From an optimization exercise on the open Yosys and OpenROAD flow, aimed at small area, a short achievable clock period and few clock cycles; shortcuts taken in it are not production practice. Where RTL was checked, it was by simulation tests only, not by an equivalence proof against the original. For run 2, only the layout was checked, not whether the RTL still works. Power and IR drop assume default switching activity.

==> flow/design.v (outline; a module is shown in full before it is edited, if it fits) <==
// module shifter32: 19 lines
// module vmac: 165 lines
// module bmul9: 43 lines
// module valu: 34 lines
// module xreg_file: 25 lines
// module vreg_file: 25 lines
// module ucrv32: 456 lines
module ucrv32 (
  input clk, resetn,
  output [31:0] imem_addr,
  input  [31:0] imem_rdata,
  output wire [31:0] dmem_req_addr,
  output wire [31:0] dmem_req_wdata,
  output wire [3:0]  dmem_req_wmask,
  output wire        dmem_req_write,
  output wire        dmem_req_valid,
  input  wire        dmem_req_ready,
  input              dmem_resp_valid,
  output wire        dmem_resp_ready,
  input       [31:0] dmem_resp_rdata,
  output wire ebreak_hit,
  output [31:0] trace_pc,
  output [31:0] trace_insn
);
  // ...
==> flow/run.sh <==
#!/bin/bash
# synth_recipe.tcl (not shown) runs the flow's synth.tcl, then flattens the netlist and writes it again
# the make line also repeats each setting of config.mk as NAME=value (left out here)
make -C /OpenROAD-flow-scripts/flow DESIGN_CONFIG=/design/flow/config.mk WORK_HOME=/design/flow/orfs CLKGATE_MAP_FILE= SYNTH_SCRIPT=/design/flow/synth_recipe.tcl finish
==> flow/config.mk <==
export PLATFORM = sky130hd
export DESIGN_NAME = ucrv32
export DESIGN_NICKNAME = ucrv32
export VERILOG_FILES = /design/flow/design.v
export SDC_FILE = /design/flow/constraint.sdc
export NUM_CORES = 4
export LEC_CHECK = 0
export CAP_MARGIN = 20
export CORE_MARGIN = 2
export CORE_UTILIZATION = 30
export PLACE_DENSITY = 0.42
export SLEW_MARGIN = 20
==> flow/constraint.sdc <==
create_clock -name core_clock -period 25.0 [get_ports {clk}]
set_input_delay 5.0000 -clock core_clock [delete_from_list [all_inputs] [get_ports {clk}]]
set_output_delay 5.0000 -clock core_clock [all_outputs]
set_load 0.01 [all_outputs]
==> results.ini, run 1 <==
[critical_path]
crit_arrival_ns = 2.45
critPathRequiredTime_ns = 20.00
crit-reg2reg-capture = mu.P[0][16]$_DFF_P_
crit_chain = clkdlybuf4s50_1
worstSetupPathDepth = 1
crit_slowest_cell = dfxtp_1
crit_fanout = 2
criticalPathCategory = reg -> out
start_kind = flip-flop

[clock_network]
cts_resized = 0
cts_buffers = 477

[route]
drt-vias-per-instance = 6.49
drt_wl_total_um = 1270000
firstDrtPassIters = 10
routedWlPerCell_um = 43.4

[cells_and_area]
layout_commonest_cell = edfxtp_1
nets = 20066
design_area_um2 = 258000
multi_input_area_share_pct = 37.4
n_fill_cell = 73610
drive_gt1_share_pct = 11.2
multiInputGateArea_um2 = 96400
nNonClkInverters = 822

[power_and_ir_drop]
totalPowerFinal_mw = 33.4
power_density_nw_per_um2 = 130
combPwrFrac_pct = 50.6
power_leader = combinational logic

[outcome]
outcome = no timing/DRC/antenna violations

[floorplan]
die_x_um = 869
nWellTaps = 9889

[synth]
synth_area_leader_cell = edfxtp_1
synth_xor_area_share_pct = 3.13
syn_area_per_cell_um2 = 11.9
yosysTopAreaCellShare_pct = 47.6

[worst_hold_path]
worstHoldStart = ex_i[19]$_DFFE_PN_

[sta]
whs_ns = 0.337
worst_slack_ns = 17.55
rsz0062_at_grt = no

[place]
place_ws_ns = 17.68
numPortBuffers = 227

[global_routing]
grt_use_met1_pct = 43.9

Testbench counts, summed over its fixed seeds: cycles 35,707.
==> module valu, before the edit <==
module valu (
  input  [63:0] a,
  input  [63:0] b,
  input  [1:0]  sew,    
  input         sub,
  output [63:0] y
);
  wire [71:0] xa, xb;
  genvar i;
  generate
    for (i = 0; i < 8; i = i + 1) begin : g
      wire start;
      if (i == 0) begin : s0
        assign start = 1'b1;
      end else if (i == 4) begin : s4
        assign start = 1'b1;
      end else if (i % 2 == 0) begin : se
        assign start = (sew == 2'd0) | (sew == 2'd1);
      end else begin : so
        assign start = (sew == 2'd0);
      end
      assign xa[9*i]   = start ? sub : 1'b1;
      assign xb[9*i]   = start ? sub : 1'b0;
      assign xa[9*i+8:9*i+1] = a[8*i+7:8*i];
      assign xb[9*i+8:9*i+1] = b[8*i+7:8*i] ^ {8{sub}};
    end
  endgenerate
  wire [71:0] s = xa + xb;
  generate
    for (i = 0; i < 8; i = i + 1) begin : o
      assign y[8*i+7:8*i] = s[9*i+8:9*i+1];
    end
  endgenerate
endmodule
==> module vreg_file, before the edit <==
module vreg_file (
  input clk,
  input we,
  input [4:0] wa,
  input [63:0] wd,
  input [31:0] sel1, sel2,
  output reg [63:0] rd1, rd2
);
  reg [63:0] r [1:31];
  integer i;
  always @(*) begin
    rd1 = 64'd0; rd2 = 64'd0;
    for (i = 1; i < 32; i = i + 1) begin
      rd1 = rd1 | ({64{sel1[i]}} & r[i]);
      rd2 = rd2 | ({64{sel2[i]}} & r[i]);
    end
  end
  genvar k;
  generate
    for (k = 1; k < 32; k = k + 1) begin : w
      always @(posedge clk)
        if (we && wa == k) r[k] <= wd;
    end
  endgenerate
endmodule
==> run 2, diff against run 1 <==
==> flow/design.v (replaced) <==
module full_adder (
  input a,
  input b,
  input cin,
  output sum,
  output cout
);
  assign sum = a ^ b ^ cin;
  assign cout = (a & b) | (a & cin) | (b & cin);
endmodule
module ripple_carry_adder_32 (
  input [31:0] a,
  input [31:0] b,
  input cin,
  output [31:0] sum,
  output cout
);
  wire [30:0] carry;
  full_adder fa0 (.a(a[0]), .b(b[0]), .cin(cin), .sum(sum[0]), .cout(carry[0]));
  full_adder fa1 (.a(a[1]), .b(b[1]), .cin(carry[0]), .sum(sum[1]), .cout(carry[1]));
  full_adder fa2 (.a(a[2]), .b(b[2]), .cin(carry[1]), .sum(sum[2]), .cout(carry[2]));
  full_adder fa3 (.a(a[3]), .b(b[3]), .cin(carry[2]), .sum(sum[3]), .cout(carry[3]));
  full_adder fa4 (.a(a[4]), .b(b[4]), .cin(carry[3]), .sum(sum[4]), .cout(carry[4]));
  full_adder fa5 (.a(a[5]), .b(b[5]), .cin(carry[4]), .sum(sum[5]), .cout(carry[5]));
  full_adder fa6 (.a(a[6]), .b(b[6]), .cin(carry[5]), .sum(sum[6]), .cout(carry[6]));
  full_adder fa7 (.a(a[7]), .b(b[7]), .cin(carry[6]), .sum(sum[7]), .cout(carry[7]));
  full_adder fa8 (.a(a[8]), .b(b[8]), .cin(carry[7]), .sum(sum[8]), .cout(carry[8]));
  full_adder fa9 (.a(a[9]), .b(b[9]), .cin(carry[8]), .sum(sum[9]), .cout(carry[9]));
  full_adder fa10 (.a(a[10]), .b(b[10]), .cin(carry[9]), .sum(sum[10]), .cout(carry[10]));
  full_adder fa11 (.a(a[11]), .b(b[11]), .cin(carry[10]), .sum(sum[11]), .cout(carry[11]));
  full_adder fa12 (.a(a[12]), .b(b[12]), .cin(carry[11]), .sum(sum[12]), .cout(carry[12]));
  full_adder fa13 (.a(a[13]), .b(b[13]), .cin(carry[12]), .sum(sum[13]), .cout(carry[13]));
  full_adder fa14 (.a(a[14]), .b(b[14]), .cin(carry[13]), .sum(sum[14]), .cout(carry[14]));
  full_adder fa15 (.a(a[15]), .b(b[15]), .cin(carry[14]), .sum(sum[15]), .cout(carry[15]));
  full_adder fa16 (.a(a[16]), .b(b[16]), .cin(carry[15]), .sum(sum[16]), .cout(carry[16]));
  full_adder fa17 (.a(a[17]), .b(b[17]), .cin(carry[16]), .sum(sum[17]), .cout(carry[17]));
  full_adder fa18 (.a(a[18]), .b(b[18]), .cin(carry[17]), .sum(sum[18]), .cout(carry[18]));
  full_adder fa19 (.a(a[19]), .b(b[19]), .cin(carry[18]), .sum(sum[19]), .cout(carry[19]));
  full_adder fa20 (.a(a[20]), .b(b[20]), .cin(carry[19]), .sum(sum[20]), .cout(carry[20]));
  full_adder fa21 (.a(a[21]), .b(b[21]), .cin(carry[20]), .sum(sum[21]), .cout(carry[21]));
  full_adder fa22 (.a(a[22]), .b(b[22]), .cin(carry[21]), .sum(sum[22]), .cout(carry[22]));
  full_adder fa23 (.a(a[23]), .b(b[23]), .cin(carry[22]), .sum(sum[23]), .cout(carry[23]));
  full_adder fa24 (.a(a[24]), .b(b[24]), .cin(carry[23]), .sum(sum[24]), .cout(carry[24]));
  full_adder fa25 (.a(a[25]), .b(b[25]), .cin(carry[24]), .sum(sum[25]), .cout(carry[25]));
  full_adder fa26 (.a(a[26]), .b(b[26]), .cin(carry[25]), .sum(sum[26]), .cout(carry[26]));
  full_adder fa27 (.a(a[27]), .b(b[27]), .cin(carry[26]), .sum(sum[27]), .cout(carry[27]));
  full_adder fa28 (.a(a[28]), .b(b[28]), .cin(carry[27]), .sum(sum[28]), .cout(carry[28]));
  full_adder fa29 (.a(a[29]), .b(b[29]), .cin(carry[28]), .sum(sum[29]), .cout(carry[29]));
  full_adder fa30 (.a(a[30]), .b(b[30]), .cin(carry[29]), .sum(sum[30]), .cout(carry[30]));
  full_adder fa31 (.a(a[31]), .b(b[31]), .cin(carry[30]), .sum(sum[31]), .cout(cout));
endmodule
module barrel_shifter (
  input [31:0] data_in,
  input [4:0] shift_amt,
  input shift_left,
  input arithmetic,
  output [31:0] data_out
);
  wire [31:0] stage0, stage1, stage2, stage3, stage4;
  wire [31:0] reversed_data, final_data;
  wire fill_bit;
  assign reversed_data[0] = data_in[31];
  assign reversed_data[1] = data_in[30];
  assign reversed_data[2] = data_in[29];
  assign reversed_data[3] = data_in[28];
  assign reversed_data[4] = data_in[27];
  assign reversed_data[5] = data_in[26];
  assign reversed_data[6] = data_in[25];
  assign reversed_data[7] = data_in[24];
  assign reversed_data[8] = data_in[23];
  assign reversed_data[9] = data_in[22];
  assign reversed_data[10] = data_in[21];
  assign reversed_data[11] = data_in[20];
  assign reversed_data[12] = data_in[19];
  assign reversed_data[13] = data_in[18];
  assign reversed_data[14] = data_in[17];
  assign reversed_data[15] = data_in[16];
  assign reversed_data[16] = data_in[15];
  assign reversed_data[17] = data_in[14];
  assign reversed_data[18] = data_in[13];
  assign reversed_data[19] = data_in[12];
  assign reversed_data[20] = data_in[11];
  assign reversed_data[21] = data_in[10];
  assign reversed_data[22] = data_in[9];
  assign reversed_data[23] = data_in[8];
  assign reversed_data[24] = data_in[7];
  assign reversed_data[25] = data_in[6];
  assign reversed_data[26] = data_in[5];
  assign reversed_data[27] = data_in[4];
  assign reversed_data[28] = data_in[3];
  assign reversed_data[29] = data_in[2];
  assign reversed_data[30] = data_in[1];
  assign reversed_data[31] = data_in[0];
  wire [31:0] shift_data;
  assign shift_data = shift_left ? reversed_data : data_in;
  assign fill_bit = (arithmetic & ~shift_left) ? shift_data[31] : 1'b0;
  assign stage0 = shift_amt[0] ? {fill_bit, shift_data[31:1]} : shift_data;
  assign stage1 = shift_amt[1] ? {{2{fill_bit}}, stage0[31:2]} : stage0;
  assign stage2 = shift_amt[2] ? {{4{fill_bit}}, stage1[31:4]} : stage1;
  assign stage3 = shift_amt[3] ? {{8{fill_bit}}, stage2[31:8]} : stage2;
  assign stage4 = shift_amt[4] ? {{16{fill_bit}}, stage3[31:16]} : stage3;
  assign final_data[0] = stage4[31];
  assign final_data[1] = stage4[30];
  assign final_data[2] = stage4[29];
  assign final_data[3] = stage4[28];
  assign final_data[4] = stage4[27];
  assign final_data[5] = stage4[26];
  assign final_data[6] = stage4[25];
  assign final_data[7] = stage4[24];
  assign final_data[8] = stage4[23];
  assign final_data[9] = stage4[22];
  assign final_data[10] = stage4[21];
  assign final_data[11] = stage4[20];
  assign final_data[12] = stage4[19];
  assign final_data[13] = stage4[18];
  assign final_data[14] = stage4[17];
  assign final_data[15] = stage4[16];
  assign final_data[16] = stage4[15];
  assign final_data[17] = stage4[14];
  assign final_data[18] = stage4[13];
  assign final_data[19] = stage4[12];
  assign final_data[20] = stage4[11];
  assign final_data[21] = stage4[10];
  assign final_data[22] = stage4[9];
  assign final_data[23] = stage4[8];
  assign final_data[24] = stage4[7];
  assign final_data[25] = stage4[6];
  assign final_data[26] = stage4[5];
  assign final_data[27] = stage4[4];
  assign final_data[28] = stage4[3];
  assign final_data[29] = stage4[2];
  assign final_data[30] = stage4[1];
  assign final_data[31] = stage4[0];
  assign data_out = shift_left ? final_data : stage4;
endmodule
module alu (
  input [31:0] op1,
  input [31:0] op2,
  input [3:0] alu_ctrl,
  output reg [31:0] alu_out,
  output zero
);
  wire [31:0] addsub_result;
  wire [31:0] shift_result;
  wire addsub_cout;
  wire [31:0] op2_modified;
  wire subtract;
  wire slt_result, sltu_result;
  wire shift_left, shift_arith;
  assign subtract = (alu_ctrl == 4'b0001) | (alu_ctrl == 4'b1000) | (alu_ctrl == 4'b1001);
  assign op2_modified = subtract ? ~op2 : op2;
  ripple_carry_adder_32 adder_subtractor (
    .a(op1),
    .b(op2_modified),
    .cin(subtract ? 1'b1 : 1'b0),
    .sum(addsub_result),
    .cout(addsub_cout)
  );
  assign shift_left = (alu_ctrl == 4'b0101);   
  assign shift_arith = (alu_ctrl == 4'b0111);  
  barrel_shifter shifter (
    .data_in(op1),
    .shift_amt(op2[4:0]),
    .shift_left(shift_left),
    .arithmetic(shift_arith),
    .data_out(shift_result)
  );
  assign slt_result = (op1[31] == op2[31]) ? addsub_result[31] : op1[31];
  assign sltu_result = ~addsub_cout;
  always @(*) begin
    case (alu_ctrl)
      4'b0000: alu_out = addsub_result;         
      4'b0001: alu_out = addsub_result;         
      4'b0010: alu_out = op1 & op2;            
      4'b0011: alu_out = op1 | op2;            
      4'b0100: alu_out = op1 ^ op2;            
      4'b0101: alu_out = shift_result;         
      4'b0110: alu_out = shift_result;         
      4'b0111: alu_out = shift_result;         
      4'b1000: alu_out = {31'b0, slt_result};  
      4'b1001: alu_out = {31'b0, sltu_result}; 
      default: alu_out = 32'b0;
    endcase
  end
  assign zero = (alu_out == 32'b0);
endmodule
module decoder_control (
  input [31:0] insn,
  output [4:0]  rd,
  output [4:0]  rs1,
  output [4:0]  rs2,
  output [31:0] imm,
  output reg [3:0]  alu_ctrl,
  output            alu_src2_sel,     
  output            mem_write,
  output            mem_read,
  output            wb_from_mem,
  output reg [31:0] mem_mask,
  output            mem_sign_extend,
  output            is_branch,
  output            branch_if_set,
  output            is_branch_compare,
  output            is_jal,
  output            is_jalr,
  output            is_auipc,
  output            is_lui,
  output            reg_write,
  output            ebreak_hit,
  output is_vmac,
  output reg [1:0] vmac_ctrl,
  output            is_rdwrctr,
  output            rdwrctr_wen,
  output [1:0]      rdwrctr_ctr_id,
  output is_vec_op,
  output reg [2:0] vec_op,
  output reg [1:0] vec_sew,  
  output is_vec_load,
  output is_vec_store,
  output vec_reg_write,
  output is_vec_vmac   
);
  wire [6:0] opcode = insn[6:0];
  wire [2:0] funct3 = insn[14:12];
  wire [6:0] funct7 = insn[31:25];
  wire is_r_type = (opcode == 7'b0110011);
  wire is_i_type = (opcode == 7'b0010011) || (opcode == 7'b0000011) ||
                   (opcode == 7'b1100111) || (opcode == 7'b1110011);
  wire is_s_type = (opcode == 7'b0100011);
  wire is_b_type = (opcode == 7'b1100011);
  wire is_u_type = (opcode == 7'b0110111) || (opcode == 7'b0010111);
  wire is_j_type = (opcode == 7'b1101111);
  wire is_vmac_type = (opcode == 7'b1011011) && (funct3 == 3'b001);   
  wire is_rdwrctr_type = (opcode == 7'b1011011) && (funct3 == 3'b000);   
  wire is_vec_type = (opcode == 7'b1011011) && (funct3 == 3'b010);
  localparam VOP_VADD = 5'b00000;
  localparam VOP_VSUB = 5'b00001;
  localparam VOP_VMUL = 5'b00010;
  localparam VOP_VMAC = 5'b00011;      
  localparam VOP_VLD = 5'b00100;
  localparam VOP_VST = 5'b00101;
  localparam VOP_VMOV_S2V = 5'b01000;  
  localparam VOP_VMOV_V2S = 5'b01001;  
  assign rd  = insn[11:7];
  assign rs1 = is_u_type ? 5'b00000 : insn[19:15];
  assign rs2 = insn[24:20];
  wire [31:0] imm_i = {{20{insn[31]}}, insn[31:20]};
  wire [31:0] imm_s = {{20{insn[31]}}, insn[31:25], insn[11:7]};
  wire [31:0] imm_b = {{19{insn[31]}}, insn[31], insn[7], insn[30:25], insn[11:8], 1'b0};
  wire [31:0] imm_u = {insn[31:12], 12'b0};
  wire [31:0] imm_j = {{11{insn[31]}}, insn[31], insn[19:12], insn[20], insn[30:21], 1'b0};
  assign imm = is_i_type ? imm_i :
               is_s_type ? imm_s :
               is_b_type ? imm_b :
               is_u_type ? imm_u :
               is_j_type ? imm_j :
               32'd0;
  always @(*) begin
    if (is_r_type) begin
      case ({funct7, funct3})
        10'b0000000_000: alu_ctrl = 4'b0000;  
        10'b0100000_000: alu_ctrl = 4'b0001;  
        10'b0000000_111: alu_ctrl = 4'b0010;  
        10'b0000000_110: alu_ctrl = 4'b0011;  
        10'b0000000_100: alu_ctrl = 4'b0100;  
        10'b0000000_001: alu_ctrl = 4'b0101;  
        10'b0000000_101: alu_ctrl = 4'b0110;  
        10'b0100000_101: alu_ctrl = 4'b0111;  
        10'b0000000_010: alu_ctrl = 4'b1000;  
        10'b0000000_011: alu_ctrl = 4'b1001;  
        default:         alu_ctrl = 4'bxxxx;
      endcase
    end else if (is_i_type && opcode == 7'b0010011) begin  
      case (funct3)
        3'b000: alu_ctrl = 4'b0000;  
        3'b111: alu_ctrl = 4'b0010;  
        3'b110: alu_ctrl = 4'b0011;  
        3'b100: alu_ctrl = 4'b0100;  
        3'b010: alu_ctrl = 4'b1000;  
        3'b011: alu_ctrl = 4'b1001;  
        3'b001: alu_ctrl = 4'b0101;  
        3'b101: alu_ctrl = (funct7 == 7'b0000000) ? 4'b0110 :  
                           (funct7 == 7'b0100000) ? 4'b0111 :  
                           4'bxxxx;
        default: alu_ctrl = 4'bxxxx;
      endcase
    end else if (is_b_type) begin
      case (funct3)
        3'b000, 3'b001: alu_ctrl = 4'b0001;  
        3'b100, 3'b101: alu_ctrl = 4'b1000;  
        3'b110, 3'b111: alu_ctrl = 4'b1001;  
        default:        alu_ctrl = 4'bxxxx;
      endcase
    end else if (is_vmac_type || is_vec_type) begin
      alu_ctrl = 4'bxxxx;  
    end else begin
      alu_ctrl = 4'b0000;  
    end
  end
  always @(*) begin
    if (is_vec_type) begin
      vec_sew = funct7[6:5];  
    end else begin
      vec_sew = 2'b00;
    end
  end
  always @(*) begin
    if (is_vec_type) begin
      case (funct7[4:0])
        VOP_VADD: vec_op = 3'b000;  
        VOP_VSUB: vec_op = 3'b001;  
        VOP_VMUL: vec_op = 3'b010;  
        VOP_VMAC: vec_op = 3'b011;  
        VOP_VLD:  vec_op = 3'b100;  
        VOP_VST:  vec_op = 3'b101;  
        VOP_VMOV_S2V: vec_op = 3'b110;  
        VOP_VMOV_V2S: vec_op = 3'b111;  
        default: vec_op = 3'b000;
      endcase
    end else begin
      vec_op = 3'b000;
    end
  end
  assign is_vec_op = is_vec_type;
  assign is_vec_load = is_vec_type && (funct7[4:0] == VOP_VLD);
  assign is_vec_store = is_vec_type && (funct7[4:0] == VOP_VST);
  assign is_vec_vmac = is_vec_type && (funct7[4:0] == VOP_VMAC);
  assign vec_reg_write = is_vec_type &&
                          (funct7[4:0] == VOP_VADD ||
                           funct7[4:0] == VOP_VSUB ||
                           funct7[4:0] == VOP_VMUL ||
                           funct7[4:0] == VOP_VLD ||
                           funct7[4:0] == VOP_VMOV_S2V);
  always @(*) begin
    case (funct3)
      3'b000: mem_mask = 32'h000000FF;  
      3'b001: mem_mask = 32'h0000FFFF;  
      3'b010: mem_mask = 32'hFFFFFFFF;  
      3'b100: mem_mask = 32'h000000FF;  
      3'b101: mem_mask = 32'h0000FFFF;  
      default: mem_mask = 32'd0;
    endcase
  end
  always @(*) begin
    if (is_vmac_type) begin
      case (funct7)
        7'b0000000: vmac_ctrl = 2'b00;  
        7'b0000001: vmac_ctrl = 2'b01;  
        7'b0000010: vmac_ctrl = 2'b10;  
        7'b0000011: vmac_ctrl = 2'b11;  
        default:    vmac_ctrl = 2'bxx;
      endcase
    end else begin
      vmac_ctrl = 2'b00;
    end
  end
  assign alu_src2_sel = is_i_type || is_s_type || is_u_type;
  assign mem_write = is_s_type;
  assign mem_read  = (is_i_type && opcode == 7'b0000011);
  assign wb_from_mem = mem_read;
  assign mem_sign_extend = mem_read && !funct3[2];
  assign is_branch = is_b_type;
  assign branch_if_set = funct3[0];
  assign is_branch_compare = is_b_type && funct3[2];
  assign is_jal  = is_j_type;
  assign is_jalr = (is_i_type && opcode == 7'b1100111);
  assign is_auipc = (is_u_type && opcode == 7'b0010111);
  assign is_lui   = (is_u_type && opcode == 7'b0110111);
  assign reg_write = (!is_b_type && !is_s_type && !is_vec_type) || is_vmac_type || (is_rdwrctr_type && !insn[31]) || is_vec_vmac;
  assign ebreak_hit = (is_i_type && opcode == 7'b1110011) && (funct3 == 3'b000);
  assign is_vmac = is_vmac_type;
  assign is_rdwrctr = is_rdwrctr_type;
  assign rdwrctr_wen = is_rdwrctr_type && insn[31];   
  assign rdwrctr_ctr_id = insn[21:20];   
endmodule
module vmac(
    input wire clk,
    input wire rst_n,  
    input wire [1:0] ctrl,
    input wire [31:0] a,
    input wire [31:0] b,
    input wire valid_in,
    output reg valid_out,
    output reg [31:0] result
);
    wire [7:0] a0 = a[7:0];
    wire [7:0] a1 = a[15:8];
    wire [7:0] a2 = a[23:16];
    wire [7:0] a3 = a[31:24];
    wire [7:0] b0 = b[7:0];
    wire [7:0] b1 = b[15:8];
    wire [7:0] b2 = b[23:16];
    wire [7:0] b3 = b[31:24];
    wire [15:0] a0_signed = {{8{a0[7]}}, a0};
    wire [15:0] a1_signed = {{8{a1[7]}}, a1};
    wire [15:0] a2_signed = {{8{a2[7]}}, a2};
    wire [15:0] a3_signed = {{8{a3[7]}}, a3};
    wire [15:0] b0_signed = {{8{b0[7]}}, b0};
    wire [15:0] b1_signed = {{8{b1[7]}}, b1};
    wire [15:0] b2_signed = {{8{b2[7]}}, b2};
    wire [15:0] b3_signed = {{8{b3[7]}}, b3};
    wire [15:0] sum0 = a0_signed + b0_signed;
    wire [15:0] sum1 = a1_signed + b1_signed;
    wire [15:0] sum2 = a2_signed + b2_signed;
    wire [15:0] sum3 = a3_signed + b3_signed;
    reg [2:0] cycle_counter;  
    reg computing;  
    reg [15:0] mult_results [0:3];
    always @(posedge clk) begin
        if (!rst_n) begin
            cycle_counter <= 3'b0;
            computing <= 1'b0;
            result <= 32'b0;
            valid_out <= 1'b0;
        end else if (valid_in && !computing) begin
            case (ctrl)
                2'b00, 2'b01, 2'b10, 2'b11: begin
                    computing <= 1'b1;
                    cycle_counter <= 3'b0;
                end
            endcase
        end
        else if (computing) begin  
            case (ctrl)
                2'b00: begin  
                    result[7:0]   <= sum0[7:0];
                    result[15:8]  <= sum1[7:0];
                    result[23:16] <= sum2[7:0];
                    result[31:24] <= sum3[7:0];
                    valid_out <= 1'b1;
                    computing <= 1'b0;
                end
                2'b01: begin  
                    case (cycle_counter)
                        3'd0: begin
                            mult_results[0] <= a0_signed * b0_signed;
                            mult_results[1] <= a1_signed * b1_signed;
                            cycle_counter <= cycle_counter + 1'b1;
                        end
                        3'd1: begin
                            result[15:0] <= mult_results[0];
                            result[31:16] <= mult_results[1];
                            valid_out <= 1'b1;
                            computing <= 1'b0;
                            cycle_counter <= 3'b0;
                        end
                        default: begin
                        end
                    endcase
                end
                2'b10: begin  
                    case (cycle_counter)
                        3'd0: begin
                            mult_results[0] <= a0_signed * b0_signed;
                            mult_results[1] <= a1_signed * b1_signed;
                            mult_results[2] <= a2_signed * b2_signed;
                            mult_results[3] <= a3_signed * b3_signed;
                            cycle_counter <= cycle_counter + 1'b1;
                        end
                        3'd1: begin
                            result <= {mult_results[0][15] ? 16'hFFFF : 16'h0000, mult_results[0]} +
                                      {mult_results[1][15] ? 16'hFFFF : 16'h0000, mult_results[1]} +
                                      {mult_results[2][15] ? 16'hFFFF : 16'h0000, mult_results[2]} +
                                      {mult_results[3][15] ? 16'hFFFF : 16'h0000, mult_results[3]};
                            valid_out <= 1'b1;
                            computing <= 1'b0;
                            cycle_counter <= 3'b0;
                        end
                        default: begin
                        end
                    endcase
                end
                2'b11: begin  
                    case (cycle_counter)
                        3'd0: begin
                            mult_results[0] <= a2_signed * b2_signed;
                            mult_results[1] <= a3_signed * b3_signed;
                            cycle_counter <= cycle_counter + 1'b1;
                        end
                        3'd1: begin
                            result[15:0] <= mult_results[0];
                            result[31:16] <= mult_results[1];
                            valid_out <= 1'b1;
                            computing <= 1'b0;
                            cycle_counter <= 3'b0;
                        end
                        default: begin
                        end
                    endcase
                end
            endcase
        end 
        else begin if (valid_out) 
            begin
            valid_out <= 1'b0;
            end
        end
    end
endmodule
module valu(
    input wire clk,
    input wire rst_n,
    input wire [1:0] op,  
    input wire [1:0] sew,  
    input wire [63:0] vs1_data,  
    input wire [63:0] vs2_data,  
    input wire valid_in,  
    output reg valid_out,  
    output reg [63:0] result  
);
    localparam OP_VADD = 2'b00;
    localparam OP_VSUB = 2'b01;
    localparam OP_VMUL = 2'b10;
    localparam OP_VMAC = 2'b11;   
    localparam SEW_8 = 2'b00;
    localparam SEW_16 = 2'b01;
    localparam SEW_32 = 2'b10;
    wire signed [7:0] a8 [0:7];
    wire signed [7:0] b8 [0:7];
    genvar i;
    generate
        for (i = 0; i < 8; i = i + 1) begin: gen_lanes_8
            assign a8[i] = vs1_data[i*8 +: 8];
            assign b8[i] = vs2_data[i*8 +:8];
        end
    endgenerate
    wire signed [15:0] a16 [0:3];
    wire signed [15:0] b16 [0:3];
    genvar j;
    generate
        for (j = 0; j < 4; j = j + 1) begin: gen_lanes_16
            assign a16[j] = vs1_data[j*16 +: 16];
            assign b16[j] = vs2_data[j*16 +: 16];
        end
    endgenerate
    wire signed [31:0] a32 [0:1];
    wire signed [31:0] b32 [0:1];
    genvar k;
    generate
        for (k = 0; k < 2; k = k + 1) begin: gen_lanes_32
            assign a32[k] = vs1_data[k*32 +: 32];
            assign b32[k] = vs2_data[k*32 +: 32];
        end
    endgenerate
    wire [7:0] add8 [0:7];
    wire [7:0] sub8 [0:7];
    generate
        for (i = 0; i < 8; i = i + 1) begin: gen_addsub_8
            assign add8[i] = a8[i] + b8[i];
            assign sub8[i] = a8[i] - b8[i];
        end
    endgenerate
    wire [15:0] add16 [0:3];
    wire [15:0] sub16 [0:3];
    generate
        for (j = 0; j < 4; j = j + 1) begin: gen_addsub_16
            assign add16[j] = a16[j] + b16[j];
            assign sub16[j] = a16[j] - b16[j];
        end
    endgenerate
    wire [31:0] add32 [0:1];
    wire [31:0] sub32 [0:1];
    generate
        for (k = 0; k < 2; k = k + 1) begin: gen_addsub_32
            assign add32[k] = a32[k] + b32[k];
            assign sub32[k] = a32[k] - b32[k];
        end
    endgenerate
    wire [63:0] vadd_result;
    wire [63:0] vsub_result;
    assign vadd_result = (sew == SEW_8) ? {add8[7], add8[6], add8[5], add8[4],
                                             add8[3], add8[2], add8[1], add8[0]} :
                        (sew == SEW_16) ? {add16[3], add16[2], add16[1], add16[0]} :
                                        {add32[1], add32[0]};
    assign vsub_result = (sew == SEW_8) ? {sub8[7], sub8[6], sub8[5], sub8[4],
                                             sub8[3], sub8[2], sub8[1], sub8[0]} :
                        (sew == SEW_16) ? {sub16[3], sub16[2], sub16[1], sub16[0]} :
                                        {sub32[1], sub32[0]};
    wire signed [15:0] prod8_mac [0:7];
    generate
        for (i = 0; i < 8; i = i + 1) begin: gen_vmac_prod8
            assign prod8_mac[i] = $signed(a8[i]) * $signed(b8[i]);
        end
    endgenerate
    wire signed [31:0] vmac_sum_8;
    assign vmac_sum_8 = {{16{prod8_mac[0][15]}}, prod8_mac[0]} + {{16{prod8_mac[1][15]}}, prod8_mac[1]} + 
                        {{16{prod8_mac[2][15]}}, prod8_mac[2]} + {{16{prod8_mac[3][15]}}, prod8_mac[3]} +
                        {{16{prod8_mac[4][15]}}, prod8_mac[4]} + {{16{prod8_mac[5][15]}}, prod8_mac[5]} + 
                        {{16{prod8_mac[6][15]}}, prod8_mac[6]} + {{16{prod8_mac[7][15]}}, prod8_mac[7]};
    wire signed [31:0] prod16_mac [0:3];
    generate
        for (j = 0; j < 4; j = j + 1) begin: gen_vmac_prod16
            assign prod16_mac[j] = $signed(a16[j]) * $signed(b16[j]);
        end
    endgenerate
    wire signed [31:0] vmac_sum_16;
    assign vmac_sum_16 = prod16_mac[0] + prod16_mac[1] + prod16_mac[2] + prod16_mac[3];
    wire signed [63:0] prod32_mac [0:1];
    generate
        for (k = 0; k < 2; k = k + 1) begin: gen_vmac_prod32
            assign prod32_mac[k] = $signed(a32[k]) * $signed(b32[k]);
        end
    endgenerate
    wire signed [31:0] vmac_sum_32;
    assign vmac_sum_32 = prod32_mac[0][31:0] + prod32_mac[1][31:0];
    wire signed [31:0] vmac_sum;
    assign vmac_sum = (sew == SEW_8)  ? vmac_sum_8  :
                      (sew == SEW_16) ? vmac_sum_16 :
                                        vmac_sum_32;
    reg [2:0] mul_counter;
    reg computing;
    reg [7:0] mul8 [0:7];
    reg [15:0] mul16 [0:3];
    reg [31:0] mul32 [0:1];
    reg signed [15:0] mac8_prod [0:7];    
    reg signed [31:0] mac16_prod [0:3];   
    reg signed [63:0] mac32_prod [0:1];   
    always @(posedge clk) begin
        if (!rst_n) begin
            mul_counter <= 3'b0;
            computing <= 1'b0;
            result <= 64'b0;
            valid_out <= 1'b0;
        end else if (valid_in && !computing) begin
            computing <= 1'b1;
            mul_counter <= 3'b0;
            valid_out <= 1'b0;
        end else if (computing) begin
            case (op)
                OP_VADD: begin
                    result <= vadd_result;
                    valid_out <= 1'b1;
                    computing <= 1'b0;
                end
                OP_VSUB: begin
                    result <= vsub_result;
                    valid_out <= 1'b1;
                    computing <= 1'b0;
                end
                OP_VMAC: begin
                    case (sew)
                        SEW_8: begin  
                            case (mul_counter)
                                3'd0: begin
                                    mac8_prod[0] <= $signed(a8[0]) * $signed(b8[0]);
                                    mac8_prod[1] <= $signed(a8[1]) * $signed(b8[1]);
                                    mac8_prod[2] <= $signed(a8[2]) * $signed(b8[2]);
                                    mac8_prod[3] <= $signed(a8[3]) * $signed(b8[3]);
                                    mul_counter <= mul_counter + 1'b1;
                                end
                                3'd1: begin
                                    mac8_prod[4] <= $signed(a8[4]) * $signed(b8[4]);
                                    mac8_prod[5] <= $signed(a8[5]) * $signed(b8[5]);
                                    mac8_prod[6] <= $signed(a8[6]) * $signed(b8[6]);
                                    mac8_prod[7] <= $signed(a8[7]) * $signed(b8[7]);
                                    mul_counter <= mul_counter + 1'b1;
                                end
                                3'd2: begin
                                    result <= {32'd0, 
                                        {{16{mac8_prod[0][15]}}, mac8_prod[0]} + 
                                        {{16{mac8_prod[1][15]}}, mac8_prod[1]} + 
                                        {{16{mac8_prod[2][15]}}, mac8_prod[2]} + 
                                        {{16{mac8_prod[3][15]}}, mac8_prod[3]} +
                                        {{16{mac8_prod[4][15]}}, mac8_prod[4]} + 
                                        {{16{mac8_prod[5][15]}}, mac8_prod[5]} + 
                                        {{16{mac8_prod[6][15]}}, mac8_prod[6]} + 
                                        {{16{mac8_prod[7][15]}}, mac8_prod[7]}};
                                    valid_out <= 1'b1;
                                    computing <= 1'b0;
                                    mul_counter <= 3'd0;
                                end
                                default: mul_counter <= 3'd0;
                            endcase
                        end
                        SEW_16: begin  
                            case (mul_counter)
                                3'd0: begin
                                    mac16_prod[0] <= $signed(a16[0]) * $signed(b16[0]);
                                    mac16_prod[1] <= $signed(a16[1]) * $signed(b16[1]);
                                    mac16_prod[2] <= $signed(a16[2]) * $signed(b16[2]);
                                    mac16_prod[3] <= $signed(a16[3]) * $signed(b16[3]);
                                    mul_counter <= mul_counter + 1'b1;
                                end
                                3'd1: begin
                                    result <= {32'd0, mac16_prod[0] + mac16_prod[1] + 
                                                      mac16_prod[2] + mac16_prod[3]};
                                    valid_out <= 1'b1;
                                    computing <= 1'b0;
                                    mul_counter <= 3'd0;
                                end
                                default: mul_counter <= 3'd0;
                            endcase
                        end
                        SEW_32: begin  
                            case (mul_counter)
                                3'd0: begin
                                    mac32_prod[0] <= $signed(a32[0]) * $signed(b32[0]);
                                    mac32_prod[1] <= $signed(a32[1]) * $signed(b32[1]);
                                    mul_counter <= mul_counter + 1'b1;
                                end
                                3'd1: begin
                                    result <= {32'd0, mac32_prod[0][31:0] + mac32_prod[1][31:0]};
                                    valid_out <= 1'b1;
                                    computing <= 1'b0;
                                    mul_counter <= 3'd0;
                                end
                                default: mul_counter <= 3'd0;
                            endcase
                        end
                        default: begin
                            valid_out <= 1'b1;
                            computing <= 1'b0;
                        end
                    endcase
                end
                OP_VMUL: begin
                    case (sew)
                        SEW_8: begin  
                            case (mul_counter)
                                3'd0: begin
                                    mul8[0] <= a8[0] * b8[0];
                                    mul8[1] <= a8[1] * b8[1];
                                    mul8[2] <= a8[2] * b8[2];
                                    mul8[3] <= a8[3] * b8[3];
                                    mul_counter <= mul_counter + 1'b1;
                                end
                                3'd1: begin
                                    mul8[4] <= a8[4] * b8[4];
                                    mul8[5] <= a8[5] * b8[5];
                                    mul8[6] <= a8[6] * b8[6];
                                    mul8[7] <= a8[7] * b8[7];
                                    mul_counter <= mul_counter + 1'b1;
                                end
                                3'd2: begin
                                    result <= {mul8[7], mul8[6], mul8[5], mul8[4],
                                             mul8[3], mul8[2], mul8[1], mul8[0]};
                                    valid_out <= 1'b1;
                                    computing <= 1'b0;
                                    mul_counter <= 3'd0;
                                end
                                default :mul_counter <= 3'd0;
                            endcase
                        end
                        SEW_16: begin  
                            case (mul_counter)
                                3'd0: begin
                                    mul16[0] <= a16[0] * b16[0];
                                    mul16[1] <= a16[1] * b16[1];
                                    mul16[2] <= a16[2] * b16[2];
                                    mul16[3] <= a16[3] * b16[3];
                                    mul_counter <= mul_counter + 1'b1;
                                end
                                3'd1: begin
                                    result <= {mul16[3], mul16[2], mul16[1], mul16[0]};
                                    valid_out <= 1'b1;
                                    computing <= 1'b0;
                                    mul_counter <= 3'd0;
                                end
                                default :mul_counter <= 3'd0;
                            endcase
                        end
                        SEW_32: begin  
                            case (mul_counter)
                                3'd0: begin
                                    mul32[0] <= a32[0] * b32[0];
                                    mul32[1] <= a32[1] * b32[1];
                                    mul_counter <= mul_counter + 1'b1;
                                end
                                3'd1: begin
                                    result <= {mul32[1], mul32[0]};
                                    valid_out <= 1'b1;
                                    computing <= 1'b0;
                                    mul_counter <= 3'd0;
                                end
                                default :mul_counter <= 3'd0;
                            endcase
                        end
                        default : begin
                            valid_out <= 1'b1;
                            computing <= 1'b0;
                        end
                    endcase
                end
                default : begin
                    valid_out <= 1'b0;
                    computing <= 1'b0;
                end
            endcase
        end
        else begin
            if (valid_out) begin
                valid_out <= 1'b0;
            end
        end
    end
endmodule
module vlsu(
    input wire clk,
    input wire rst_n,
    input wire start,
    input wire is_store,  
    input wire [31:0] base_addr,  
    input wire [63:0] store_data,  
    output reg done,
    output reg [63:0] load_data,  
    output reg [31:0] mem_addr,
    output reg [31:0] mem_wdata,
    output reg [3:0] mem_wmask,
    output reg mem_write,
    output reg mem_valid,
    input wire mem_ready,
    input wire mem_resp_valid,
    input wire [31:0] mem_resp_rdata
);
    localparam IDLE = 3'd0;
    localparam REQ_WORD0 = 3'd1;  
    localparam WAIT_WORD0 = 3'd2;  
    localparam REQ_WORD1 = 3'd3;  
    localparam WAIT_WORD1 = 3'd4;  
    localparam COMPLETE = 3'd5;  
    reg [2:0] state;
    reg [31:0] addr_reg;
    reg [63:0] data_reg;
    reg is_store_reg;
    always @(posedge clk) begin
        if (!rst_n) begin
            state <= IDLE;
            done <=1'b0;
            load_data <= 64'b0;
            mem_addr <= 32'b0;
            mem_wdata <= 32'b0;
            mem_wmask <= 4'b0;
            mem_write <= 1'b0;
            mem_valid <= 1'b0;
            addr_reg <= 32'b0;
            data_reg <= 64'b0;
            is_store_reg <= 1'b0;
        end else begin
            case (state)
                IDLE: begin
                    done <= 1'b0;
                    if (start) begin
                        addr_reg <= base_addr;
                        data_reg <= store_data;
                        is_store_reg <= is_store;
                        state <= REQ_WORD0;
                    end
                end
                REQ_WORD0: begin
                    mem_addr <= addr_reg;
                    mem_valid <= 1'b1;
                    mem_write <= is_store_reg;
                    if (is_store_reg) begin
                        mem_wdata <= data_reg[31:0];  
                        mem_wmask <= 4'b1111;
                    end else begin
                        mem_wdata <= 32'd0;
                        mem_wmask <= 4'b0000;
                    end
                    state <= WAIT_WORD0;
                end
                WAIT_WORD0: begin
                    if (mem_ready) begin
                        mem_valid <= 1'b0;
                        if (is_store_reg) begin
                            state <= REQ_WORD1;
                        end else begin
                            if (mem_resp_valid) begin
                                data_reg[31:0] <= mem_resp_rdata;  
                                state <= REQ_WORD1;
                            end
                        end
                    end
                    else if (!is_store_reg && mem_resp_valid) begin
                        data_reg[31:0] <= mem_resp_rdata;
                    end
                end
                REQ_WORD1: begin
                    mem_addr <= addr_reg + 32'd4;  
                    mem_valid <= 1'b1;
                    mem_write <= is_store_reg;
                    if (is_store_reg) begin
                        mem_wdata <= data_reg[63:32];  
                        mem_wmask <= 4'b1111;
                    end else begin
                        mem_wdata <= 32'd0;
                        mem_wmask <= 4'b0000;
                    end
                    state <= WAIT_WORD1;
                end
                WAIT_WORD1: begin
                    if (mem_ready) begin
                        mem_valid <= 1'b0;
                        if (is_store_reg) begin
                            state <= COMPLETE;
                        end else begin
                            if (mem_resp_valid) begin
                                data_reg[63:32] <= mem_resp_rdata;  
                                state <= COMPLETE;
                            end
                        end
                    end
                    else if (!is_store_reg && mem_resp_valid) begin
                        data_reg[63:32] <= mem_resp_rdata;
                    end
                end
                COMPLETE: begin
                    if (!is_store_reg) begin
                        load_data <= data_reg;
                    end
                    done <= 1'b1;
                    state <= IDLE;
                end
                default: begin
                    state <= IDLE;
                end
            endcase
        end
    end
endmodule
module vreg_file(
    input wire clk,
    input wire wen,
    input wire [4:0] vs1,  
    input wire [4:0] vs2,  
    input wire [4:0] vd,  
    input wire [63:0] wdata,
    output wire [63:0] rdata1,
    output wire [63:0] rdata2
);
    reg [63:0] vregs [0:31];
    assign rdata1 = (vs1 != 5'd0) ? vregs[vs1] : 64'd0;
    assign rdata2 = (vs2 != 5'd0) ? vregs[vs2] : 64'd0;
    always @(posedge clk) begin
        if (wen && (vd != 5'd0)) begin
            vregs[vd] <= wdata;
        end
    end
endmodule
module register_file (
  input clk,
  input wen,
  input [4:0] rs1,
  input [4:0] rs2,
  input [4:0] waddr,
  input [31:0] wdata,
  output [31:0] rdata1,
  output [31:0] rdata2
);
  reg [31:0] regs [0:31];
  assign rdata1 = (rs1 != 0) ? regs[rs1] : 32'd0;
  assign rdata2 = (rs2 != 0) ? regs[rs2] : 32'd0;
  always @(posedge clk) begin
    if (wen && (waddr != 0)) begin
      regs[waddr] <= wdata;
    end
  end
endmodule
module ucrv32 (
  input clk, resetn,
  output [31:0] imem_addr,
  input [31:0] imem_rdata,
  output wire [31:0] dmem_req_addr,
  output wire [31:0] dmem_req_wdata,
  output wire [3:0]  dmem_req_wmask,
  output wire        dmem_req_write,
  output wire        dmem_req_valid,
  input  wire        dmem_req_ready,
  input              dmem_resp_valid,
  output wire        dmem_resp_ready,
  input       [31:0] dmem_resp_rdata,
  output wire ebreak_hit,
  output [31:0] trace_pc,
  output [31:0] trace_insn
);
  localparam STATE_FETCH  = 3'd0;
  localparam STATE_DECODE = 3'd1;
  localparam STATE_EXEC   = 3'd2;
  localparam STATE_MEM    = 3'd3;
  localparam STATE_WB     = 3'd4;
  reg [2:0] cpu_state;
  reg [31:0] pc_reg;
  reg [31:0] pc_saved;   
  reg [31:0] insn_reg;
  reg [31:0] rdata1_reg;
  reg [31:0] rdata2_reg;
  reg [31:0] imm_reg;
  reg [31:0] alu_out_reg;
  reg [31:0] mem_data_reg;
  reg [31:0] mtvec;
  reg [31:0] mepc;
  reg [31:0] mcause;
  reg [31:0] mstatus;
  wire [11:0] csr_addr;
  assign csr_addr = imm_reg[11:0];
  always @ (posedge clk) begin
    if(!resetn) begin
      mtvec <= 32'd0;
      mepc <= 32'd0;
      mcause <= 32'd0;
      mstatus <= 32'd0;
    end
    else begin
      if(cpu_state == STATE_WB) begin
        case(csr_addr)
          12'h035: mtvec <= rdata1_reg;
          12'h341: mepc <= rdata1_reg;
          12'h342: mcause <= rdata1_reg;
          12'h300: mstatus <= rdata1_reg;
          default: mstatus <= mstatus;
        endcase
      end
    end
  end
  reg [4:0]  rd_reg;
  reg [3:0]  alu_ctrl_reg;
  reg        alu_src2_sel_reg;
  reg        mem_write_reg;
  reg        mem_read_reg;
  reg        wb_from_mem_reg;
  reg [31:0] mem_mask_reg;
  reg        mem_sign_extend_reg;
  reg        is_branch_reg;
  reg        branch_if_set_reg;
  reg        is_branch_compare_reg;
  reg        is_jal_reg;
  reg        is_jalr_reg;
  reg        is_auipc_reg;
  reg        reg_write_reg;
  reg        ebreak_hit_reg;
  reg        is_vmac_reg;
  reg [1:0]  vmac_ctrl_reg;
  reg [31:0] cycle_counter;
  reg [31:0] insn_counter;
  reg [31:0] load_counter;
  reg [31:0] store_counter;
  reg        is_rdwrctr_reg;
  reg        rdwrctr_wen_reg;
  reg [1:0]  rdwrctr_ctr_id_reg;
  reg        is_vec_op_reg;
  reg [2:0]  vec_op_reg;
  reg [1:0]  vec_sew_reg;
  reg        is_vec_load_reg;
  reg        is_vec_store_reg;
  reg        is_vec_vmac_reg;   
  reg        vec_reg_write_reg;
  reg [4:0] vd_reg;  
  reg vec_busy;
  reg vec_valid_in_reg;  
  reg vlsu_start_reg;  
  wire [4:0]  dec_rd;
  wire [4:0]  dec_rs1;
  wire [4:0]  dec_rs2;
  wire [31:0] dec_imm;
  wire [3:0]  dec_alu_ctrl;
  wire        dec_alu_src2_sel;
  wire        dec_mem_write;
  wire        dec_mem_read;
  wire        dec_wb_from_mem;
  wire [31:0] dec_mem_mask;
  wire        dec_mem_sign_extend;
  wire        dec_is_branch;
  wire        dec_branch_if_set;
  wire        dec_is_branch_compare;
  wire        dec_is_jal;
  wire        dec_is_jalr;
  wire        dec_is_auipc;
  wire        dec_is_lui;
  wire        dec_reg_write;
  wire        dec_ebreak_hit;
  wire        dec_is_vmac;
  wire [1:0]  dec_vmac_ctrl;
  wire        dec_is_rdwrctr;
  wire        dec_rdwrctr_wen;
  wire [1:0]  dec_rdwrctr_ctr_id;
  wire        dec_is_vec_op;
  wire [2:0]  dec_vec_op;
  wire [1:0]  dec_vec_sew;
  wire        dec_is_vec_load;
  wire        dec_is_vec_store;
  wire        dec_vec_reg_write;
  wire        dec_is_vec_vmac;
  reg        vmac_valid_in_reg;
  wire       vmac_valid_out;
  wire [31:0] vmac_result_wire;
  reg vmac_busy;  
  decoder_control decoder_control_inst(
    .insn(insn_reg),
    .rd(dec_rd),
    .rs1(dec_rs1),
    .rs2(dec_rs2),
    .imm(dec_imm),
    .alu_ctrl(dec_alu_ctrl),
    .alu_src2_sel(dec_alu_src2_sel),
    .mem_write(dec_mem_write),
    .mem_read(dec_mem_read),
    .wb_from_mem(dec_wb_from_mem),
    .mem_mask(dec_mem_mask),
    .mem_sign_extend(dec_mem_sign_extend),
    .is_branch(dec_is_branch),
    .branch_if_set(dec_branch_if_set),
    .is_branch_compare(dec_is_branch_compare),
    .is_jal(dec_is_jal),
    .is_jalr(dec_is_jalr),
    .is_auipc(dec_is_auipc),
    .is_lui(dec_is_lui),
    .reg_write(dec_reg_write),
    .ebreak_hit(dec_ebreak_hit),
    .is_vmac(dec_is_vmac),
    .vmac_ctrl(dec_vmac_ctrl),
    .is_rdwrctr(dec_is_rdwrctr),
    .rdwrctr_wen(dec_rdwrctr_wen),
    .rdwrctr_ctr_id(dec_rdwrctr_ctr_id),
    .is_vec_op(dec_is_vec_op),
    .vec_op(dec_vec_op),
    .vec_sew(dec_vec_sew),
    .is_vec_load(dec_is_vec_load),
    .is_vec_store(dec_is_vec_store),
    .vec_reg_write(dec_vec_reg_write),
    .is_vec_vmac(dec_is_vec_vmac)
  );
  vmac vmac_inst (
    .clk(clk),
    .rst_n(resetn),
    .ctrl(vmac_ctrl_reg),
    .a(rdata1_reg),         
    .b(rdata2_reg),
    .valid_in(vmac_valid_in_reg),
    .valid_out(vmac_valid_out),
    .result(vmac_result_wire)
  );
  wire [63:0] vrf_rdata1, vrf_rdata2;
  wire [63:0] vrf_wdata;
  wire vrf_wen;
  vreg_file vreg_file_inst(
    .clk(clk),
    .wen(vrf_wen),
    .vs1(dec_rs1),
    .vs2(dec_rs2),
    .vd(vd_reg),
    .wdata(vrf_wdata),
    .rdata1(vrf_rdata1),
    .rdata2(vrf_rdata2)
  );
  wire valu_valid_out;
  wire [63:0] valu_result;
  reg [63:0] vs1_data_reg;
  reg [63:0] vs2_data_reg;
  valu valu_inst(
    .clk(clk),
    .rst_n(resetn),
    .op(vec_op_reg[1:0]),  
    .sew(vec_sew_reg),
    .vs1_data(vs1_data_reg),
    .vs2_data(vs2_data_reg),
    .valid_in(vec_valid_in_reg && !is_vec_load_reg && !is_vec_store_reg),
    .valid_out(valu_valid_out),
    .result(valu_result)
  );
  wire vlsu_done;
  wire [63:0] vlsu_load_data;
  wire [31:0] vlsu_mem_addr;
  wire [31:0] vlsu_mem_wdata;
  wire [3:0] vlsu_mem_wmask;
  wire vlsu_mem_write;
  wire vlsu_mem_valid;
  vlsu vlsu_inst(
    .clk(clk),
    .rst_n(resetn),
    .start(vlsu_start_reg),
    .is_store(is_vec_store_reg),
    .base_addr(rdata1_reg),
    .store_data(vs2_data_reg),
    .done(vlsu_done),
    .load_data(vlsu_load_data),
    .mem_addr(vlsu_mem_addr),
    .mem_wdata(vlsu_mem_wdata),
    .mem_wmask(vlsu_mem_wmask),
    .mem_write(vlsu_mem_write),
    .mem_valid(vlsu_mem_valid),
    .mem_ready(dmem_req_ready),
    .mem_resp_valid(dmem_resp_valid),
    .mem_resp_rdata(dmem_resp_rdata)
  );
  reg [63:0] vec_result_reg;
  wire [31:0] rf_rdata1, rf_rdata2;
  wire [31:0] wb_data;
  wire        wb_enable;
  register_file regfile(
    .clk(clk),
    .wen(wb_enable),
    .rs1(dec_rs1),
    .rs2(dec_rs2),
    .waddr(rd_reg),
    .wdata(wb_data),
    .rdata1(rf_rdata1),
    .rdata2(rf_rdata2)
  );
  wire [31:0] alu_op1, alu_op2;
  wire [31:0] alu_out;
  wire        alu_zero;
  assign alu_op1 = is_auipc_reg ? pc_saved : rf_rdata1;
  assign alu_op2 = alu_src2_sel_reg ? imm_reg : rf_rdata2;
  alu alu_inst(
    .op1(alu_op1),
    .op2(alu_op2),
    .alu_ctrl(alu_ctrl_reg),
    .alu_out(alu_out),
    .zero(alu_zero)
  );
  reg dmem_req_valid_reg;
  reg dmem_req_write_reg;
  reg [31:0] dmem_req_addr_reg;
  reg [31:0] dmem_req_wdata_reg;
  reg [3:0]  dmem_req_wmask_reg;
  wire vec_mem_active = (is_vec_load_reg || is_vec_store_reg) && vec_busy;
  assign dmem_req_valid = vec_mem_active ? vlsu_mem_valid : dmem_req_valid_reg;
  assign dmem_req_write = vec_mem_active ? vlsu_mem_write : dmem_req_write_reg;
  assign dmem_req_addr  = vec_mem_active ? vlsu_mem_addr : dmem_req_addr_reg;
  assign dmem_req_wdata = vec_mem_active ? vlsu_mem_wdata : dmem_req_wdata_reg;
  assign dmem_req_wmask = vec_mem_active ? vlsu_mem_wmask : dmem_req_wmask_reg;
  assign dmem_resp_ready = 1'b1;
  assign vrf_wen = (cpu_state == STATE_WB) && vec_reg_write_reg;
  assign vrf_wdata = vec_result_reg;
  assign imem_addr = pc_reg;
  wire branch_condition;
  assign branch_condition = is_branch_compare_reg ?
                            (alu_out[0] ^ branch_if_set_reg) :
                            (alu_zero ^ branch_if_set_reg);
  wire take_branch;
  assign take_branch = is_branch_reg && branch_condition;
  wire [7:0]  mem_byte;
  wire [15:0] mem_half;
  assign mem_byte = (alu_out_reg[1:0] == 2'b00) ? mem_data_reg[7:0] :
                    (alu_out_reg[1:0] == 2'b01) ? mem_data_reg[15:8] :
                    (alu_out_reg[1:0] == 2'b10) ? mem_data_reg[23:16] :
                    mem_data_reg[31:24];
  assign mem_half = (alu_out_reg[1] == 1'b0) ? mem_data_reg[15:0] :
                    mem_data_reg[31:16];
  wire [31:0] mem_data_extended;
  assign mem_data_extended = mem_sign_extend_reg ?
    (mem_mask_reg == 32'h000000FF ? {{24{mem_byte[7]}}, mem_byte} :
     mem_mask_reg == 32'h0000FFFF ? {{16{mem_half[15]}}, mem_half} :
     mem_data_reg) :
    (mem_mask_reg == 32'h000000FF ? {24'h0, mem_byte} :
     mem_mask_reg == 32'h0000FFFF ? {16'h0, mem_half} :
     mem_data_reg);
  wire [31:0] pc_plus_4;
  ripple_carry_adder_32 pc_plus_4_adder (
    .a(pc_saved),
    .b(32'd4),
    .cin(1'b0),
    .sum(pc_plus_4),
    .cout()
  );
  wire [31:0] pc_plus_imm;
  ripple_carry_adder_32 branch_target_adder (
    .a(pc_saved),
    .b(imm_reg),
    .cin(1'b0),
    .sum(pc_plus_imm),
    .cout()
  );
  assign wb_data = (is_jal_reg || is_jalr_reg) ? pc_plus_4 :
                   wb_from_mem_reg ? mem_data_extended :
                   is_vmac_reg ? alu_out_reg :   
                   is_rdwrctr_reg ? alu_out_reg :   
                   is_vec_vmac_reg ? alu_out_reg :   
                   alu_out_reg;
  assign wb_enable = (cpu_state == STATE_WB) && reg_write_reg;
  assign ebreak_hit = ebreak_hit_reg && (cpu_state == STATE_WB);
  reg [31:0] trace_pc_reg;
  reg [31:0] trace_insn_reg;
  assign trace_pc = trace_pc_reg;
  assign trace_insn = trace_insn_reg;
  always @(posedge clk) begin
    if (!resetn) begin
      cpu_state <= STATE_FETCH;
      pc_reg <= 32'h00000000;
      dmem_req_valid_reg <= 1'b0;
      reg_write_reg <= 1'b0;
      ebreak_hit_reg <= 1'b0;
      vmac_busy <= 1'b0;
      vmac_valid_in_reg <= 1'b0;
      is_vmac_reg <= 1'b0;
      vmac_ctrl_reg <= 2'b00;
      cycle_counter <= 32'd0;
      insn_counter <= 32'd0;
      load_counter <= 32'd0;
      store_counter <= 32'd0;
      is_rdwrctr_reg <= 1'b0;
      rdwrctr_wen_reg <= 1'b0;
      rdwrctr_ctr_id_reg <= 2'b00;
      is_vec_op_reg <= 1'b0;
      vec_op_reg <= 3'b000;
      vec_sew_reg <= 2'b00;
      is_vec_load_reg <= 1'b0;
      is_vec_store_reg <= 1'b0;
      is_vec_vmac_reg <= 1'b0;
      vec_reg_write_reg <= 1'b0;
      vd_reg <= 5'd0;
      vec_busy <= 1'b0;
      vec_valid_in_reg <= 1'b0;
      vlsu_start_reg <= 1'b0;
      vs1_data_reg <= 64'd0;
      vs2_data_reg <= 64'd0;
      vec_result_reg <= 64'd0;
    end else begin
      cycle_counter <= cycle_counter + 32'd1;
      case (cpu_state)
        STATE_FETCH: begin
          insn_reg <= imem_rdata;
          pc_saved <= pc_reg;   
          trace_pc_reg <= pc_reg;
          trace_insn_reg <= imem_rdata;
          cpu_state <= STATE_DECODE;
        end
        STATE_DECODE: begin
          rd_reg <= dec_rd;
          rdata1_reg <= rf_rdata1;
          rdata2_reg <= rf_rdata2;
          imm_reg <= dec_imm;
          alu_ctrl_reg <= dec_alu_ctrl;
          alu_src2_sel_reg <= dec_alu_src2_sel;
          mem_write_reg <= dec_mem_write;
          mem_read_reg <= dec_mem_read;
          wb_from_mem_reg <= dec_wb_from_mem;
          mem_mask_reg <= dec_mem_mask;
          mem_sign_extend_reg <= dec_mem_sign_extend;
          is_branch_reg <= dec_is_branch;
          branch_if_set_reg <= dec_branch_if_set;
          is_branch_compare_reg <= dec_is_branch_compare;
          is_jal_reg <= dec_is_jal;
          is_jalr_reg <= dec_is_jalr;
          is_auipc_reg <= dec_is_auipc;
          reg_write_reg <= dec_reg_write;
          ebreak_hit_reg <= dec_ebreak_hit;
          is_vmac_reg <= dec_is_vmac;
          vmac_ctrl_reg <= dec_vmac_ctrl;
          is_rdwrctr_reg <= dec_is_rdwrctr;
          rdwrctr_wen_reg <= dec_rdwrctr_wen;
          rdwrctr_ctr_id_reg <= dec_rdwrctr_ctr_id;
          is_vec_op_reg <= dec_is_vec_op;
          vec_op_reg <= dec_vec_op;
          vec_sew_reg <= dec_vec_sew;
          is_vec_load_reg <= dec_is_vec_load;
          is_vec_store_reg <= dec_is_vec_store;
          is_vec_vmac_reg <= dec_is_vec_vmac;
          vec_reg_write_reg <= dec_vec_reg_write;
          vd_reg <= dec_rd;
          vs1_data_reg <= vrf_rdata1;  
          vs2_data_reg <= vrf_rdata2;
          cpu_state <= STATE_EXEC;
        end
        STATE_EXEC: begin
          if (is_rdwrctr_reg) begin
            if (rdwrctr_wen_reg) begin
              case (rdwrctr_ctr_id_reg)
                2'b00: cycle_counter <= rdata1_reg;
                2'b01: insn_counter <= rdata1_reg;
                2'b10: load_counter <= rdata1_reg;
                2'b11: store_counter <= rdata1_reg;
              endcase
            end else begin
              case (rdwrctr_ctr_id_reg)
                2'b00: alu_out_reg <= cycle_counter;
                2'b01: alu_out_reg <= insn_counter;
                2'b10: alu_out_reg <= load_counter;
                2'b11: alu_out_reg <= store_counter;
                default: alu_out_reg <= 32'h0;
              endcase
            end
            pc_reg <= pc_plus_4;
            cpu_state <= STATE_WB;
          end else if (is_vec_op_reg) begin
            if (!vec_busy) begin
              vec_busy <= 1'b1;
              if (is_vec_load_reg || is_vec_store_reg) begin
                vlsu_start_reg <= 1'b1;
              end else begin
                vec_valid_in_reg <= 1'b1;
              end
            end else begin
              vlsu_start_reg <= 1'b0;
              vec_valid_in_reg <= 1'b0;
            end
            if (is_vec_load_reg || is_vec_store_reg) begin
              if (vlsu_done) begin
                if (is_vec_load_reg) begin
                  vec_result_reg <= vlsu_load_data;
                end
                pc_reg <= pc_plus_4;
                vec_busy <= 1'b0;
                vlsu_start_reg <= 1'b0;
                cpu_state <= STATE_WB;
              end else begin
                cpu_state <= STATE_EXEC;
              end
            end else begin
              if (valu_valid_out) begin
                if (is_vec_vmac_reg) begin
                  alu_out_reg <= valu_result[31:0];
                end else begin
                  vec_result_reg <= valu_result;
                end
                pc_reg <= pc_plus_4;
                vec_busy <= 1'b0;
                vec_valid_in_reg <= 1'b0;
                cpu_state <= STATE_WB;
              end else begin
                cpu_state <= STATE_EXEC;
              end
            end
          end
          else if (is_vmac_reg) begin
            if (!vmac_busy) begin 
              vmac_valid_in_reg <= 1'b1;  
              vmac_busy <= 1'b1;
            end else begin
              vmac_valid_in_reg <= 1'b0;  
            end
            if (vmac_valid_out) begin  
              alu_out_reg <= vmac_result_wire;  
              pc_reg <= pc_plus_4;  
              vmac_busy <= 1'b0;  
              vmac_valid_in_reg <= 1'b0;  
              cpu_state <= STATE_WB;  
            end else begin
              cpu_state <= STATE_EXEC;
            end
          end else begin
            alu_out_reg <= alu_out;
            if (is_jal_reg) begin
              pc_reg <= pc_plus_imm;
            end else if (is_jalr_reg) begin
              pc_reg <= {alu_out[31:1], 1'b0};
            end else if (take_branch) begin
              pc_reg <= pc_plus_imm;
            end else if (!mem_read_reg && !mem_write_reg) begin
              pc_reg <= pc_plus_4;
            end
            if (mem_read_reg || mem_write_reg) begin
              dmem_req_valid_reg <= 1'b1;
              dmem_req_write_reg <= mem_write_reg;
              dmem_req_addr_reg <= alu_out;
              if (mem_write_reg) begin
                if (mem_mask_reg == 32'h000000FF) begin
                  dmem_req_wdata_reg <= {4{rdata2_reg[7:0]}};
                  dmem_req_wmask_reg <= (alu_out[1:0] == 2'b00) ? 4'b0001 :
                                        (alu_out[1:0] == 2'b01) ? 4'b0010 :
                                        (alu_out[1:0] == 2'b10) ? 4'b0100 : 4'b1000;
                end else if (mem_mask_reg == 32'h0000FFFF) begin
                  dmem_req_wdata_reg <= {2{rdata2_reg[15:0]}};
                  dmem_req_wmask_reg <= alu_out[1] ? 4'b1100 : 4'b0011;
                end else begin
                  dmem_req_wdata_reg <= rdata2_reg;
                  dmem_req_wmask_reg <= 4'b1111;
                end
              end
              cpu_state <= STATE_MEM;
            end else begin
              cpu_state <= STATE_WB;
            end
          end
        end
        STATE_MEM: begin
          if (dmem_req_valid_reg && dmem_req_ready) begin
            dmem_req_valid_reg <= 1'b0;
            if (!mem_read_reg) begin
              pc_reg <= pc_plus_4;
              cpu_state <= STATE_WB;
              store_counter <= store_counter + 32'd1;
            end
          end else if (!dmem_req_valid_reg && mem_read_reg) begin
            if (dmem_resp_valid) begin
              mem_data_reg <= dmem_resp_rdata;
              pc_reg <= pc_plus_4;
              cpu_state <= STATE_WB;
              load_counter <= load_counter + 32'd1;
            end
          end
        end
        STATE_WB: begin
          reg_write_reg <= 1'b0;
          vec_reg_write_reg <= 1'b0;
          cpu_state <= STATE_FETCH;
          insn_counter <= insn_counter + 32'd1;
        end
        default: begin
          cpu_state <= STATE_FETCH;
        end
      endcase
    end
  end
endmodule
==> results.ini, run 2 <==
[outcome]
outcome = no timing/DRC/antenna violations  ; unchanged

[cells_and_area]
area_growth_pct = 12.8  ; was 14.8%
design_area_um2 = 367000  ; was 258000 µm²
reg_top3 = vreg_file_inst.vregs x2048, regfile.regs x1024  ; was vrf.r x1984, xrf.r x992, mu.P x136
n_fill_cell = 108054  ; was 73610
final_cell_mix = edfxtp_1 (3963), inv_1 (3684), nand2_1 (2905), fa_1 (2689), nor2_1 (1627)  ; was edfxtp_1 (3557), a22oi_1 (1420), nand2_1 (1026), nor2_1 (846), inv_1 (793)
stdcell_count = 43064  ; was 29317
nets = 32220  ; was 20066
layout_commonest_cell = edfxtp_1  ; unchanged
drive_gt1_share_pct = 11.8  ; was 11.2%
final_util_pct = 33.9  ; was 34.6%
top_register = vreg_file_inst.vregs  ; was vrf.r
largest_reg_flops = 2048  ; was 1984

[synth]
synthesis.area_um2 = 325000  ; was 224000 µm²
yosysTopAreaCellShare_pct = 36.6  ; was 47.6%
synth_common_cells = edfxtp_1 (3963), inv_1 (3687), nand2_1 (2915), fa_1 (2689), nor2_1 (1709)  ; was edfxtp_1 (3557), a22oi_1 (1420), nand2_1 (1029), nor2_1 (974), clkbuf_1 (930)
async_reset_ff_share_pct = 0  ; unchanged
syn_area_per_cell_um2 = 11.6  ; was 11.9 µm²
yosysUniqueCellTypes = 110  ; was 121
ys_ff_latch = 4691  ; was 4256
synth_area_leader_cell = edfxtp_1  ; unchanged
yosys_warnings = 15  ; was 12
synth_area_leaders = edfxtp_1 (37%), fa_1 (17%), mux4_2 (7.6%)  ; was edfxtp_1 (48%), dfxtp_1 (6.2%), a22oi_1 (4.8%)

[route]
drtIter0Drc = 26725  ; was 36751
drt_wl_total_um = 1470000  ; was 1270000 µm
drt.antenna.violating_nets = 0  ; unchanged
drt-vias-per-instance = 5.48  ; was 6.49
routedWlPerCell_um = 34.0  ; was 43.4 µm
firstDrtPassIters = 6  ; was 10

[sta]
hold_viol = 0  ; unchanged
rsz0062_at_grt = no  ; unchanged
relSlewSlack_pct = 7.86  ; was 5.40%
setup-violations-final = 0  ; unchanged
whs_ns = 0.454  ; was 0.337 ns
post-route-period-util_pct = 89.5  ; was 29.8%
max_freq_ghz = 0.0447  ; was 0.134 GHz
setup_tns_ns = 0  ; unchanged
worst_slack_ns = 2.62  ; was 17.55 ns
final_max_slew_viol_count = 0  ; unchanged

[critical_path]
critPathMostFrequentCell = fa_1
crit_fanout = 39  ; was 2
criticalPathCategory = reg -> reg  ; was reg -> out
critPathRequiredTime_ns = 26.01  ; was 20.00 ns
crit_arrival_ns = 23.39  ; was 2.45 ns
start_kind = flip-flop  ; unchanged
crit_slowest_cell = dfxtp_4  ; was dfxtp_1

[place]
routabilityCongestion = 0.971  ; was 0.973
place_ws_ns = 2.68  ; was 17.68 ns
hpwlAfterDp_um = 1030000  ; was 796000 µm
numPortBuffers = 234  ; was 227

[global_routing]
grt_use_total_pct = 26.2  ; was 32.3%
antenna_found_initial = 166  ; was 128
grt_pass1_wl_um = 2000000  ; was 1660000 µm

[floorplan]
die_x_um = 1050  ; was 869 µm
die_y_um = 1050  ; was 869 µm
num_rows = 382  ; was 317
initial_utilization_pct = 30.1  ; about the same
die_area_um2 = 1090000  ; was 755000 µm²

[clock_network]
clkTransAtPathRegs_ns = 0.06  ; about the same
cts_hold_buf = 0  ; unchanged
cts_tree = yes  ; unchanged
cts_buffers = 588  ; was 477
cts-root-buf = clkbuf_16  ; unchanged
cts_resized = 0  ; unchanged
insertion_delay_ns = 1.21  ; was 1.15 ns

[power_and_ir_drop]
p_leak_nw = 141  ; was 88.0 nW
power_density_nw_per_um2 = 67.7  ; was 130 nW/µm²
totalPowerFinal_mw = 24.9  ; was 33.4 mW

[flow_run]
drv_cap = 0  ; unchanged

[worst_hold_path]
whs_path_depth = 2  ; was 0
hp-class = reg -> reg  ; unchanged

[run 2: worst max-delay path: cells and delay by family, from the launching register on]
| family | cells | cell delay (ns) |
|---|---|---|
| xor+xnor | 1 | 0.21 |
| flops | 1 | 0.84 |
| simple gates | 7 | 1.84 |
| fa+ha+maj | 30 | 13.97 |
| buf+inv | 7 | 2.11 |
| mux | 1 | 0.32 |
| compound gates | 8 | 2.87 |
[run 2: cell type report]
| class | count | area, µm² | share of cell area [%] |
|---|---|---|---|
| Clock inverter | 294 | 3140 | 0.855 |
| Multi-Input combinational cell | 17995 | 173000 | 47.1 |
| Sequential cell | 4691 | 134000 | 36.4 |
| Clock buffer | 759 | 15800 | 4.30 |
| Timing Repair Buffer | 1106 | 9370 | 2.55 |
| Antenna cell | 89 | 223 | 0.0607 |
| Inverter | 3730 | 14000 | 3.82 |
| Tap cell | 14400 | 18000 | 4.91 |
[run 2: final timing paths]
path | slack [ns] | start | endpoint
hold reg to reg | 0.45 | vlsu_inst.addr_reg[1]$_SDFFE_PN0P_ | vlsu_inst.addr_reg[1]$_SDFFE_PN0P_
setup reg to reg | 2.62 | flip-flop | pc_reg[9]$_SDFFE_PN0P_
hold / removal | 0.45 | vlsu_inst.addr_reg[1]$_SDFFE_PN0P_ | vlsu_inst.addr_reg[1]$_SDFFE_PN0P_
setup / recovery | 2.62 | flip-flop | pc_reg[9]$_SDFFE_PN0P_
[run 2: routing by layer]
metal,GRT usage (%),part of all wire [%]
met3,4.75,7.6
met4,11.9,5.4
met1,35.7,42
met5,0,0.014
met2,40.7,45
[run 2: power by group]
group          leakage, nW  total (mW)  internal [mW]  switching, mW
clock network         9.19        8.65           4.92           3.73
logic                 89.5        7.33           2.44           4.89
registers             42.4        8.87           8.71          0.169
[run 2: logic make-up (layout without fill, tap and decap cells)]
logic type	after synthesis	after routing	share of synthesized area, %
muxes	2064	2064	10.7
xor gates and xnor gates	781	781	2.10
adders and majority gates	4042	4042	21.7
and+or+nand+nor	6825	6825	9.31
other	2	186	0.00231
DFF	4691	4691	41.1
AOI/OAI and AO/OA	4186	4186	8.73
buffers and inverters	5404	5889	6.38

Check on run 2: ideal ports give 2.620 ns setup slack; a clkbuf_16 on the clock port and buf_2 on the inputs give 2.620 ns; moving port delays by the midpoint clock arrival (1.298 ns) as well gives 2.620 ns.
